Background: an optimization exercise with open tools, aiming at small area, a short achievable clock period and few clock cycles per item. Do not read the settings as production practice.
Function was not checked in any run shown here: the RTL went through the layout flow alone.

==> flow/design.v, too long to show whole: its modules and the start of the top module <==
// module cordic_final: 1338 lines
// module cf_fa: 4 lines
// module cf_ha: 4 lines
module cordic_final (
    input  wire        clk,
    input  wire        rst_n,
    input  wire        start,
    input  wire [31:0] x_in,
    input  wire        func_select,
    output wire        busy,
    output reg         done,
    output wire [32:0] result
);
  // ...
==> flow/flow/run.sh <==
#!/bin/bash
set -euo pipefail
bash standard.sh SETUP_SLACK_MARGIN=8.5 finish > standard_flow.log 2>&1
==> flow/standard.sh <==
#!/bin/bash
# synth_recipe.tcl (not shown) runs the flow's synth.tcl, then flattens the netlist and writes it again
# the make line also repeats each setting of config.mk as NAME=value (left out here)
make -C /OpenROAD-flow-scripts/flow DESIGN_CONFIG=/design/flow/config.mk WORK_HOME=/design/flow/orfs CLKGATE_MAP_FILE= SYNTH_SCRIPT=/design/flow/synth_recipe.tcl "${@:-finish}"
==> flow/config.mk <==
export PLATFORM = sky130hd
export DESIGN_NAME = cordic_final
export DESIGN_NICKNAME = cordic_final
export VERILOG_FILES = /design/flow/design.v
export SDC_FILE = /design/flow/constraint.sdc
export NUM_CORES = 4
export LEC_CHECK = 0
export CAP_MARGIN = 20
export CORE_MARGIN = 2
export CORE_UTILIZATION = 40
export CTS_CLUSTER_DIAMETER = 80
export CTS_CLUSTER_SIZE = 28
export SLEW_MARGIN = 20
==> flow/constraint.sdc <==
create_clock -name core_clock -period 12.0 [get_ports {clk}]
set_input_delay 2.4000 -clock core_clock [delete_from_list [all_inputs] [get_ports {clk}]]
set_output_delay 2.4000 -clock core_clock [all_outputs]
set_load 0.01 [all_outputs]
==> results_dict.tcl, run 1 <==
set metrics [dict create \
    status "no timing/DRC/antenna violations" \
    hold_end "dqs_p6[2]" \
    numCtsBuffers 45 \
    multi_input_area_mm2 0.0269 \
    wl_met1_mm 39.7 \
    finalCritPeriodShare 0.303 \
    tns_ps 0 \
    insertedDiodeCount 1 \
    instances_no_fill 5745 \
    synth_edf_count 0 \
    ys_seq_elements 784 \
    r2r_start "dtq[1]" \
    vias 29235 \
    place_worst_setup_slack_ps 7930 \
    wl_per_cell_um 15.8 \
    cp-start-kind "flop" \
    fp.dieW_um 336 \
    gp_congestion 0.956 \
    ctsLongestPathBuffers 3 \
    cp.arrival_ps 1230 \
    final_cell_mix "dfxtp_1, xnor2_1, ha_1" \
    syn-cell-area_mm2 0.0441 \
    synthMuxAreaShare 0.00636 \
    cp_max_fo 6 \
    drt-initial-drc-count 1723 \
    setup_ws_ps 8370 \
    final_util 0.438 \
    period_minus_slack_ps 3630 \
    critical_path.cell_chain "buf_6, buf_6" \
    criticalPathCategory "reg -> out" \
    synthCells 4319 \
    async_flop_share 0.0191 \
    top_register "cma" \
    hpwl_mm 67.4 \
    synth_compound_area_frac 0.132 \
    hold_slack_ps 309 \
    wl_met2_mm 43.6 \
    dieArea_mm2 0.113 \
    drive_gt1_frac 0.0612 \
    route.met3.wl_mm 4.53 \
    path_clk_slew_ps 100 \
    coreArea_mm2 0.109 \
    end_kind "output port" \
    critPathCapture "result[32]" \
]
==> run 2, diff against run 1 <==
--- a/flow/design.v
+++ b/flow/design.v
@@ -1310,23 +1310,29 @@
     wire mu_280s, mu_280c;
     cf_fa u_mu_280 (.a(mu_247c), .b(mu_248s), .c(mu_139), .s(mu_280s), .co(mu_280c));
     wire mu_281 = ~(mu_248c ^ mu_249);
     wire mu_282 = mu_248c | mu_249;
     wire mu_283s, mu_283c;
     cf_fa u_mu_283 (.a(mu_250), .b(mu_251), .c(mu_145), .s(mu_283s), .co(mu_283c));
     wire mu_284 = ~(mu_252 ^ mu_142);
     wire mu_285 = mu_252 | mu_142;
-    reg [29:0] mra;
-    always @(posedge clk) mra <= {mu_283c, mu_282, mu_280c, mu_279, mu_277c, mu_276c, mu_275c, mu_274c, mu_273c, mu_272c, mu_271c, mu_270c, mu_269c, mu_268c, mu_267c, mu_266c, mu_265c, mu_264c, mu_263c, mu_262c, mu_261c, mu_260c, mu_259c, mu_258c, mu_257c, mu_256, mu_254, mu_253, mu_2, mu_1};
-    reg [29:0] mrb;
-    always @(posedge clk) mrb <= {mu_284, mu_283s, mu_281, mu_280s, mu_278, mu_277s, mu_276s, mu_275s, mu_274s, mu_273s, mu_272s, mu_271s, mu_270s, mu_269s, mu_268s, mu_267s, mu_266s, mu_265s, mu_264s, mu_263s, mu_262s, mu_261s, mu_260s, mu_259s, mu_258s, mu_257s, mu_255, bneg[1], 1'b0, bneg[0]};
+    wire [9:0] mla = {mu_261c, mu_260c, mu_259c, mu_258c, mu_257c, mu_256, mu_254, mu_253, mu_2, mu_1};
+    wire [9:0] mlb = {mu_262s, mu_261s, mu_260s, mu_259s, mu_258s, mu_257s, mu_255, bneg[1], 1'b0, bneg[0]};
+    wire [10:0] mls = {1'b0, mla} + {1'b0, mlb};    
+    reg [19:0] mra;
+    always @(posedge clk) mra <= {mu_283c, mu_282, mu_280c, mu_279, mu_277c, mu_276c, mu_275c, mu_274c, mu_273c, mu_272c, mu_271c, mu_270c, mu_269c, mu_268c, mu_267c, mu_266c, mu_265c, mu_264c, mu_263c, mu_262c};
+    reg [19:0] mrb;
+    always @(posedge clk) mrb <= {mu_284, mu_283s, mu_281, mu_280s, mu_278, mu_277s, mu_276s, mu_275s, mu_274s, mu_273s, mu_272s, mu_271s, mu_270s, mu_269s, mu_268s, mu_267s, mu_266s, mu_265s, mu_264s, mu_263s};
+    reg [0:0] mrc;
+    always @(posedge clk) mrc <= mls[10];
     reg [0:0] fsr_p14;
     always @(posedge clk) fsr_p14 <= fsr_p13;
-    wire [29:0] fp = mra + mrb;
+    wire [19:0] fph = mra + mrb + {19'd0, mrc};
+    wire [29:0] fp = {fph, 10'd0};
     wire [14:0] rr = fsr_p14 ? fp[28:14] : fp[29:15];
     reg [14:0] res;
     always @(posedge clk) res <= rr;
     reg [0:0] rsa;
     always @(posedge clk) rsa <= fsr_p14 & fp[28];
     reg [0:0] rsb;
     always @(posedge clk) rsb <= fsr_p14 & fp[29];
     assign result = {{6{rsb}}, {6{rsa}}, {7{res[14]}}, res[13:0]};
==> results_dict.tcl, run 2 <==
set metrics [dict create \
    status "no timing/DRC/antenna violations" \
    insertedDiodeCount 0 \
    worst_slew_pin_slew_ps 1070 \
    gr-total-overflow 0 \
    ant_nets 0 \
    drv_slew 0 \
    finalHoldViolCount 0 \
    fp.dieH_um 335 \
    final-setup-viol-count 0 \
    synthCells 4285 \
    largest_reg_flops 35 \
    yosysMostFrequentCell "dfxtp_1" \
    end_kind "output port" \
    synth_nets 4965 \
    core.rowCount 121 \
    tns_ps 0 \
    path_clk_slew_ps 100 \
    hold_slack_ps 326 \
    fin_nets 4888 \
    cap_violations 0 \
    wl_per_cell_um 16.1 \
    gp_congestion 0.925 \
    finClkSkew_ps 36.7 \
    async_flop_share 0.0196 \
    cts_sinks 766 \
    track_usage 0.161 \
    synthFlopType "dfxtp_1" \
    io_pins 71 \
    dieArea_mm2 0.112 \
    fp.dieW_um 335 \
    vias_per_cell 5.15 \
    clock.fmax_mhz 275 \
    portBuffers 53 \
    cp-start-kind "flop" \
    ff_latch_area_mm2 0.0155 \
    cp.required_ps 9600 \
    first_pass_iters 8 \
    finalCritPeriodShare 0.303 \
    fill_cells 10351 \
    numCtsBuffers 45 \
    slew_headroom 0.288 \
    reg_top3 "cma: 35 flops, cmb: 34 flops, Sr: 31 flops" \
    synthTopCellsByArea "dfxtp_1, fa_1, ha_1, xnor2_1, xor2_1" \
    grt_max_degree 85 \
    setup_ws_ps 8360 \
    areaGrowthSynthToFinish_pct 7.97 \
    drc 0 \
    yosysSeqAreaShare 0.352 \
    hpwl_mm 66.8 \
    coreArea_mm2 0.109 \
    cp.arrival_ps 1240 \
    cts_max_level 2 \
    place_worst_setup_slack_ps 7970 \
    cp_max_fo 7 \
    antenna_found_initial 0 \
    final_cell_mix "dfxtp_1, xnor2_1, ha_1" \
    cts_tree "built" \
    yosysUniqueCellTypes 83 \
    grt_first_pass_wirelength_mm 150 \
    top_register "cma" \
    clk_latency_ps 660 \
    synth_edf_count 0 \
    drive_gt1_frac 0.0578 \
    synth_common_cells "dfxtp_1, xnor2_1, ha_1" \
    ys_seq_elements 766 \
    grt_pass1_vias 29239 \
    wirelength_mm 91.1 \
    criticalPathCategory "reg -> out" \
    synth.top_cell.area_share 0.344 \
    period_minus_slack_ps 3640 \
    syn-cell-area_mm2 0.0438 \
    mostFrequentLayoutCell "dfxtp_1" \
    hold_class "reg -> reg" \
    yosys_warnings 1 \
    rsz0062_at_grt "yes" \
    multi_input_area_mm2 0.0270 \
    initial_utilization 0.403 \
    synth_top_cell_by_area "dfxtp_1" \
    root_buffer "clkbuf_16" \
    synth.avg_cell_area_um2 10.2 \
    ctsHoldBuffers 0 \
    vias 29099 \
    drt-initial-drc-count 1749 \
    ctsLongestPathBuffers 3 \
]
==> run 2: worst max-delay path, stage by stage (launching register included) <==
cell	delay (ps)
dfxtp_4	380
buf_6	110
buf_6	110
==> run 2: area by class of cell <==
cell class | count | area share
clock buffers | 50 | 0.0249
multi-input cells | 3135 | 0.572
inverters | 171 | 0.0137
clock inverters | 26 | 0.00879
well taps | 1414 | 0.0374
repair buffers | 89 | 0.0159
flip-flops and latches | 766 | 0.327
==> run 2: final timing paths <==
| check | start | end | slack, ps | cells past startpoint |
|---|---|---|---|---|
| setup reg to reg | dtq[2] | ys7[2] | 8610 | 7 |
| max in group asynchronous | rst_n | done | 9460 | 1 |
| setup / recovery | res[14] | result[15] | 8360 | 2 |
| hold reg to reg | fsr_p8 | fsr_p9 | 330 | 0 |
| min in group asynchronous | rst_n | vld[3] | 2150 | 1 |
| hold / removal | fsr_p8 | fsr_p9 | 330 | 0 |
==> run 2: through the flow <==
stage | area, µm² | util | cells
floorplan | 43800 | - | 4285
global placement | 45500 | 0.418 | 5565
detailed placement | 45500 | 0.418 | 5565
CTS | 47000 | 0.433 | 5647
global route | 47200 | 0.435 | 5651
finish | 47200 | 0.435 | 5651
==> run 2: modules after synthesis (local to each module, per instance) <==
module        flops+latches  cell area (µm²)
cf_fa                     0             20.0
cordic_final            766            37900
==> run 2: cells by family after synthesis <==
logic type / Yosys count / synth area share
AOI/OAI and AO/OA: 947 / 0.142
and+or+nand+nor: 896 / 0.101
DFF: 766 / 0.352
adders and majority gates: 644 / 0.238
xor gates and xnor gates: 616 / 0.123
buffers and inverters: 384 / 0.0347
muxes: 31 / 0.00866
other: 1 / 0.0000857
==> run 2: routing by layer <==
layer,track usage,vias up,share of wire
li1,-,14564,-
met2,0.281,664,0.48
met4,0.0550,0,0.031
met1,0.203,13709,0.44
met5,0,-,0
met3,0.0246,162,0.049
==> run 2: repair_timing <==
| action | 4_1_cts | 5_1_grt |
|---|---|---|
| setup buffers | 6 | 4 |
| pin swaps | 0 | 5 |
| resized for setup | 147 | 62 |
| hold endpoints to repair | 0 | 0 |
| setup endpoints to repair | 46 | 58 |

[static timing again, ports no longer ideal]
In the flow no input, the clock included, has a driving cell. The finished layouts below were timed again as built, in two steps. Step 1 sets driving cells, clkbuf_16 on the clock port and buf_2 on the other inputs (assumed; they add their load-dependent delay and slew). Step 2 also shifts input and output timing later by t, the mid clock arrival at the registers, as if the neighbouring blocks saw the same clock. Three values: ideal ports, drivers, drivers and shift; two values: the first two.
run	t, ns	setup slack, ns	slew at the worst register clock pin (ns)
run 1	0.672	8.366 / 8.305 / 8.056	0.11 / 0.11
run 2	0.703	8.359 / 8.296 / 8.012	0.10 / 0.10
After both steps setup and hold are still met in every run listed. For run 2, which loses most, drivers alone change the setup slack by -0.063 ns; drivers and shift together by -0.347 ns.
